Context: an optimization exercise on an open-source flow, tuned for small area. The choices shown serve that exercise and are no tape-out recipe. In this exercise RTL edits were held to simulation tests only and were not proved equivalent to the original. The clock port is modelled as an ideal driver, which makes a skipped or thinned clock tree look cheaper than it is; a real chip needs a root buffer or a tree. No activity file was given, so power comes from the tool's default toggle rates.

// stopwatch
module stopwatch(
    input           clk,
    input   [1:0]   sw,      
    input           btnS,    
    input           btnR,    
    output  [7:0]   seg,     
    output  [3:0]   an       
    );
clock: 10.0 ns
lec_check: 0
cap_margin: 20
core_margin: 2
core_utilization: 40
slew_margin: 20
standard.sh (not shown) runs the stock make flow with config.mk's settings and CLKGATE_MAP_FILE= SYNTH_SCRIPT=/design/flow/synth_recipe.tcl, a recipe that flattens the netlist after the stock synthesis.
==> flow/flow/run.sh <==
#!/bin/bash
# Standard ORFS layout (the standard.sh) with two changes:
#  - port buffers are buf_1 instead of the default choice,
#  - CTS inserts no dummy load cells and uses small clock buffers.
set -euo pipefail
export BUFFER_PORTS_ARGS="-buffer_cell sky130_fd_sc_hd__buf_1"
export CTS_ARGS="-sink_clustering_enable -repair_clock_nets -dont_use_dummy_load -buf_list sky130_fd_sc_hd__clkbuf_4"
bash standard.sh > standard_make.log 2>&1
Rerun with:
==> flow/run.sh (new file) <==
#!/bin/bash
# synth_recipe.tcl (not shown) runs the flow's synth.tcl, then flattens the netlist and writes it again
# the make line also repeats each setting of config.mk as NAME=value (left out here)
make -C /OpenROAD-flow-scripts/flow DESIGN_CONFIG=/design/flow/config.mk WORK_HOME=/design/flow/orfs CLKGATE_MAP_FILE= SYNTH_SCRIPT=/design/flow/synth_recipe.tcl finish
removed: flow/flow/run.sh
removed: flow/standard.sh
Outcome: Power is higher by 22%; worst setup slack got worse by 310 ps; synthesized cell count is unchanged; utilization is higher by 3.0 points; die area stays the same.

---

## try-zinc
The RTL this note starts from:
==> flow/design.v <==
`timescale 1ns / 1ps
module stopwatch(
    input           clk,
    input   [1:0]   sw,      
    input           btnS,    
    input           btnR,    
    output  [7:0]   seg,     
    output  [3:0]   an       
    );
    wire rst = btnR;
    wire adj = sw[0];
    wire sel = sw[1];
    reg x;
    reg y;
    reg z;
    wire ps  = x & ~z;
    wire pm  = y & ~z;
    wire bs  = x & z;
    wire bmp = y & z;
    reg [7:0] c1;
    reg [6:0] c2;
    reg c3h;
    wire c3l = z & ~(x & y);
    wire [14:0] inc = {c2, c1} + 15'd1;
    wire t400 = &c1;
    wire t4   = t400 & (&c2);
    always @(posedge clk) begin
        if (rst) begin
            c1 <= 8'd5;
            c2 <= 7'd28;
            c3h <= 1'b0;
        end
        else begin
            c1 <= inc[7:0] | {5'b0, t400, t400, 1'b0};
            c2 <= inc[14:8] | {2'b0, t4, t4, t4, 2'b0};
            if (t4 & c3l)
                c3h <= ~c3h;
        end
    end
    reg [2:0] hist_i;    
    wire [2:0] hist = ~hist_i;
    reg pause_i;    
    wire pause = ~pause_i;
    always @(posedge clk) begin
        if (t400)
            hist_i[2] <= ~(hist[1]);
        if (rst) begin
            hist_i[1:0] <= ~(2'b00);
            pause_i <= ~(1'b0);
        end
        else if (t400) begin
            hist_i[1:0] <= ~({hist[0], btnS});
            if (hist == 3'b110)
                pause_i <= ~(~pause);
        end
    end
    reg [3:0] so;
    reg [3:0] mo;
    reg [2:0] st;
    reg [2:0] mt;
    reg bm;
    reg mtp;    
    wire so9 = so[3] & so[0];
    wire mo9 = mo[3] & mo[0];
    function [3:0] bcd_inc(input [3:0] d);
        bcd_inc = {(d[3] & ~d[0]) | (d[2] & d[1] & d[0]),
                   d[2] ^ (d[1] & d[0]),
                   d[1] ^ (d[0] & ~d[3]),
                   ~d[0]};
    endfunction
    wire [3:0] so_n = ps ? bcd_inc(so) : so;
    wire [2:0] st_n = (ps & so9) ? {st[1:0], ~st[2]} : st;
    wire [3:0] mo_n = pm ? (mo9 ? 4'd0 : mo + 4'd1) : mo;
    wire hz1 = c3h & c3l;
    wire hz2 = c3l;
    wire sec_en = adj ? (sel & hz2) : (~pause & hz1);
    wire min_en = adj ? (~sel & hz2) : (sec_en & so_n[3] & so_n[0] & st_n[2] & ~st_n[1]);
    wire noshow = ~c3l;
    always @(posedge clk) begin
        if (rst) begin
            so <= 4'd0;
            st <= 3'd0;
            mo <= 4'd0;
            x <= 1'b1;
            y <= 1'b1;
            z <= 1'b1;
        end
        else if (t4) begin
            so <= so_n;
            st <= st_n;
            mo <= mo_n;
            x <= sec_en | (adj & sel & noshow);
            y <= min_en | (adj & ~sel & noshow);
            z <= noshow;
        end
    end
    always @(posedge clk) begin
        if (rst) begin
            mt <= 3'd0;
            mtp <= 1'b0;
            bm <= 1'b1;
        end
        else if (t400) begin
            if (mtp)
                mt <= {mt[1:0], ~mt[2]};
            mtp <= t4 & pm & mo9;
            bm <= bmp;
        end
    end
    wire started = ~(~c2[6] & ~c2[5] & ~c2[1] & ~c2[0] & x & y & z);
    wire [1:0] pos = c2[1:0] - 2'd1;
    wire [2:0] stb = {st[2] & ~st[0], st[1] & st[0], st[0] & ~st[1] | st[2] & st[0] | st[2] & ~st[1]};
    wire [2:0] mtb = {mt[2] & ~mt[0], mt[1] & mt[0], mt[0] & ~mt[1] | mt[2] & mt[0] | mt[2] & ~mt[1]};
    wire [3:0] code = (pos == 2'd0) ? (bs ? 4'hf : so) :
                      (pos == 2'd1) ? (bs ? 4'hf : {1'b0, stb}) :
                      (pos == 2'd2) ? (bm ? 4'hf : mo) :
                                      (bm ? 4'hf : {1'b0, mtb});
    assign an[0] = ~(started & pos == 2'd0);
    assign an[1] = ~(started & pos == 2'd1);
    assign an[2] = ~(started & pos == 2'd2);
    assign an[3] = ~(started & pos == 2'd3);
    wire [6:0] seg_l =          
        (code == 4'h0) ? ~7'b0111111 :
        (code == 4'h1) ? ~7'b0000110 :
        (code == 4'h2) ? ~7'b1011011 :
        (code == 4'h3) ? ~7'b1001111 :
        (code == 4'h4) ? ~7'b1100110 :
        (code == 4'h5) ? ~7'b1101101 :
        (code == 4'h6) ? ~7'b1111101 :
        (code == 4'h7) ? ~7'b0000111 :
        (code == 4'h8) ? ~7'b1111111 :
        (code == 4'h9) ? ~7'b1101111 :
                         ~7'b0000000;
    assign seg = {1'b1, seg_l};
endmodule
clock: 10.0 ns
lec_check: 0
cap_margin: 20
core_margin: 2
core_utilization: 40
slew_margin: 20
==> flow/flow/run.sh <==
#!/bin/bash
# Layout flow: the standard ORFS flow (standard.sh) with these changes.
#  1. Synthesis is the standard one, but ABC maps the logic with the
#     area-oriented script flow/abc_area.script (registers are mapped before
#     ABC runs, so they are the standard synthesis's, with the same names).
#  2. Port buffers are buf_1 (buffer_ports -buffer_cell).
#  3. Clock distribution: instead of clock_tree_synthesis, the clock port
#     drives three buf_6 leaf buffers, one per strip of the die
#     (flow/leafcts.tcl); the rest of the CTS step (timing repair, detailed
#     placement) is unchanged.
# The ORFS scripts are copied to scripts_area/ and only those two points are
# changed there. Each step's output goes to a log file in this folder.
set -euo pipefail
W=$(pwd)
rm -rf "$W/scripts_area"
cp -r "$FLOW_HOME/scripts" "$W/scripts_area"
cp "$W/flow/abc_area.script" "$W/scripts_area/abc_area.script"
sed -i "s|^log_cmd clock_tree_synthesis {\*}\$cts_args\$|source $W/flow/leafcts.tcl; my_cts|" "$W/scripts_area/cts.tcl"
grep -q "my_cts" "$W/scripts_area/cts.tcl"
export SCRIPTS_DIR="$W/scripts_area"
ABC_AREA=1 bash standard.sh synth > "$W/synth.log" 2>&1
export BUFFER_PORTS_ARGS="-buffer_cell sky130_fd_sc_hd__buf_1"
bash standard.sh > "$W/layout.log" 2>&1
==> flow/flow/leafcts.tcl <==
# Clock distribution: the clock port drives n leaf buffers directly, each
# feeding the flip-flops of one strip of the die: the flip-flops are sorted
# along the longer side of their bounding box and cut into n groups of equal
# size; each buffer sits at the centroid of its group.
proc my_leaf_cts { buf n } {
  set block [ord::get_db_block]
  set sinks {}
  foreach p [get_pins -hierarchical */CLK] {
    set inst [sta::sta_to_db_inst [get_cells -of_objects $p]]
    set bb [$inst getBBox]
    lappend sinks [list $p [expr {([$bb xMin] + [$bb xMax]) / 2}] [expr {([$bb yMin] + [$bb yMax]) / 2}]]
  }
  # cut the sinks into n strips of equal count along the longer side
  set xs [lmap s $sinks {lindex $s 1}]; set ys [lmap s $sinks {lindex $s 2}]
  set dx [expr {[tcl::mathfunc::max {*}$xs] - [tcl::mathfunc::min {*}$xs]}]
  set dy [expr {[tcl::mathfunc::max {*}$ys] - [tcl::mathfunc::min {*}$ys]}]
  set k [expr {$dx >= $dy ? 1 : 2}]
  set sorted [lsort -integer -index $k $sinks]
  set groups {}
  set m [llength $sorted]
  for {set j 0} {$j < $n} {incr j} {
    lappend groups [lrange $sorted [expr {$j * $m / $n}] [expr {($j + 1) * $m / $n - 1}]]
  }
  set i 0
  foreach g $groups {
    set pins [lmap s $g {lindex $s 0}]
    set cx 0; set cy 0
    foreach s $g { set cx [expr {$cx + [lindex $s 1]}]; set cy [expr {$cy + [lindex $s 2]}] }
    set cx [expr {$cx / [llength $g] / 1000.0}]; set cy [expr {$cy / [llength $g] / 1000.0}]
    insert_buffer -buffer_cell $buf -net clk -load_pins $pins -location [list $cx $cy] -buffer_name clkbuf_leaf_$i -net_name clk_leaf_$i
    incr i
  }
}

# Used in place of clock_tree_synthesis in cts.tcl (see run.sh).
proc my_cts { } {
  my_leaf_cts sky130_fd_sc_hd__buf_6 3
  global_connect
  set_propagated_clock [all_clocks]
}
Other scripts of this flow, unchanged in this note and not shown: flow/flow/abc_area.script
## Diff of input files: try-fjord against try-zinc
diff --git a/flow/flow/run.sh b/flow/flow/run.sh
--- a/flow/flow/run.sh
+++ b/flow/flow/run.sh
@@ -6,5 +6,5 @@
 #  2. Port buffers are buf_1 (buffer_ports -buffer_cell).
 #  3. Clock distribution: instead of clock_tree_synthesis, the clock port
-#     drives three buf_6 leaf buffers, one per strip of the die
+#     drives four clkbuf_8 leaf buffers, one per region of the die
 #     (flow/leafcts.tcl); the rest of the CTS step (timing repair, detailed
 #     placement) is unchanged.
==> flow/flow/leafcts.tcl <==
# Clock distribution: the clock port drives N leaf buffers directly, each
# feeding the flip-flops of one region of the die (regions split at the
# median x, then at the median y of each half).
proc my_leaf_cts { buf n } {
  set block [ord::get_db_block]
  set sinks {}
  foreach p [get_pins -hierarchical */CLK] {
    set inst [sta::sta_to_db_inst [get_cells -of_objects $p]]
    set bb [$inst getBBox]
    lappend sinks [list $p [expr {([$bb xMin] + [$bb xMax]) / 2}] [expr {([$bb yMin] + [$bb yMax]) / 2}]]
  }
  set groups [list $sinks]
  while { [llength $groups] < $n } {
    # split the largest group along its longer side
    set gi 0; set best -1
    for {set i 0} {$i < [llength $groups]} {incr i} {
      if { [llength [lindex $groups $i]] > $best } { set best [llength [lindex $groups $i]]; set gi $i }
    }
    set g [lindex $groups $gi]
    set xs [lmap s $g {lindex $s 1}]; set ys [lmap s $g {lindex $s 2}]
    set dx [expr {[tcl::mathfunc::max {*}$xs] - [tcl::mathfunc::min {*}$xs]}]
    set dy [expr {[tcl::mathfunc::max {*}$ys] - [tcl::mathfunc::min {*}$ys]}]
    set k [expr {$dx >= $dy ? 1 : 2}]
    set g [lsort -integer -index $k $g]
    set h [expr {[llength $g] / 2}]
    set groups [lreplace $groups $gi $gi [lrange $g 0 [expr {$h - 1}]] [lrange $g $h end]]
  }
  set i 0
  foreach g $groups {
    set pins [lmap s $g {lindex $s 0}]
    set cx 0; set cy 0
    foreach s $g { set cx [expr {$cx + [lindex $s 1]}]; set cy [expr {$cy + [lindex $s 2]}] }
    set cx [expr {$cx / [llength $g] / 1000.0}]; set cy [expr {$cy / [llength $g] / 1000.0}]
    insert_buffer -buffer_cell $buf -net clk -load_pins $pins -location [list $cx $cy] -buffer_name clkbuf_leaf_$i -net_name clk_leaf_$i
    incr i
  }
}

# Used in place of clock_tree_synthesis in cts.tcl (see run.sh).
proc my_cts { } {
  my_leaf_cts sky130_fd_sc_hd__clkbuf_8 4
  global_connect
  set_propagated_clock [all_clocks]
}
[summary]
Compared with try-zinc, try-fjord shows a lower actual slew at the worst max-slew pin. Summary of try-fjord over try-zinc: met1 layer usage reported by global route now sits lower; clock network power increased by 23% relative to the old numbers; combinational power share -0.2 points; number of DRC markers in iteration 0 picked up an extra 9. Looking only at cell area, and setting everything else aside, the lower value of try-zinc and try-fjord goes to try-zinc. Across both runs, setup slack on the worst flop-to-flop path was higher for try-fjord than for try-zinc.
In every run of this note, the design's own scripts or RTL, not TritonCTS, make the clock network.

-- re-timing with driven ports --
No port has a modelled driver above. Below, the same layouts with a new extraction and two added sets of constraints.
Step 1: set_driving_cell puts a clkbuf_16 on clk and a buf_2 on each other input, an assumption about the parent block.
Step 2 moves the port delays by t, midway between the first and last clock arrival at a register: inputs arrive t later, outputs are due t later. That takes back most of the time a late clock gives input paths.
a / b / c = ideal ports / drivers / drivers and shift; a / b = the first two.
| run | t, ns | slack for setup (ns) | worst setup path after step 2 | latest minus earliest clock arrival (ns) |
|---|---|---|---|---|
| the first run of note 1 | 0.370 | 6.358 / 6.332 / 6.639 | input to register | 0.006 / 0.007 |
| the second run of note 1 | 0.321 | 6.045 / 6.016 / 6.250 | input to register | 0.014 / 0.014 |
| try-zinc | 0.165 | 5.120 / 5.072 / 5.237 | register to output | 0.002 / 0.002 |
| try-fjord | 0.182 | 5.074 / 5.022 / 5.204 | register to output | 0.009 / 0.009 |
After both steps every run listed still meets setup and hold.
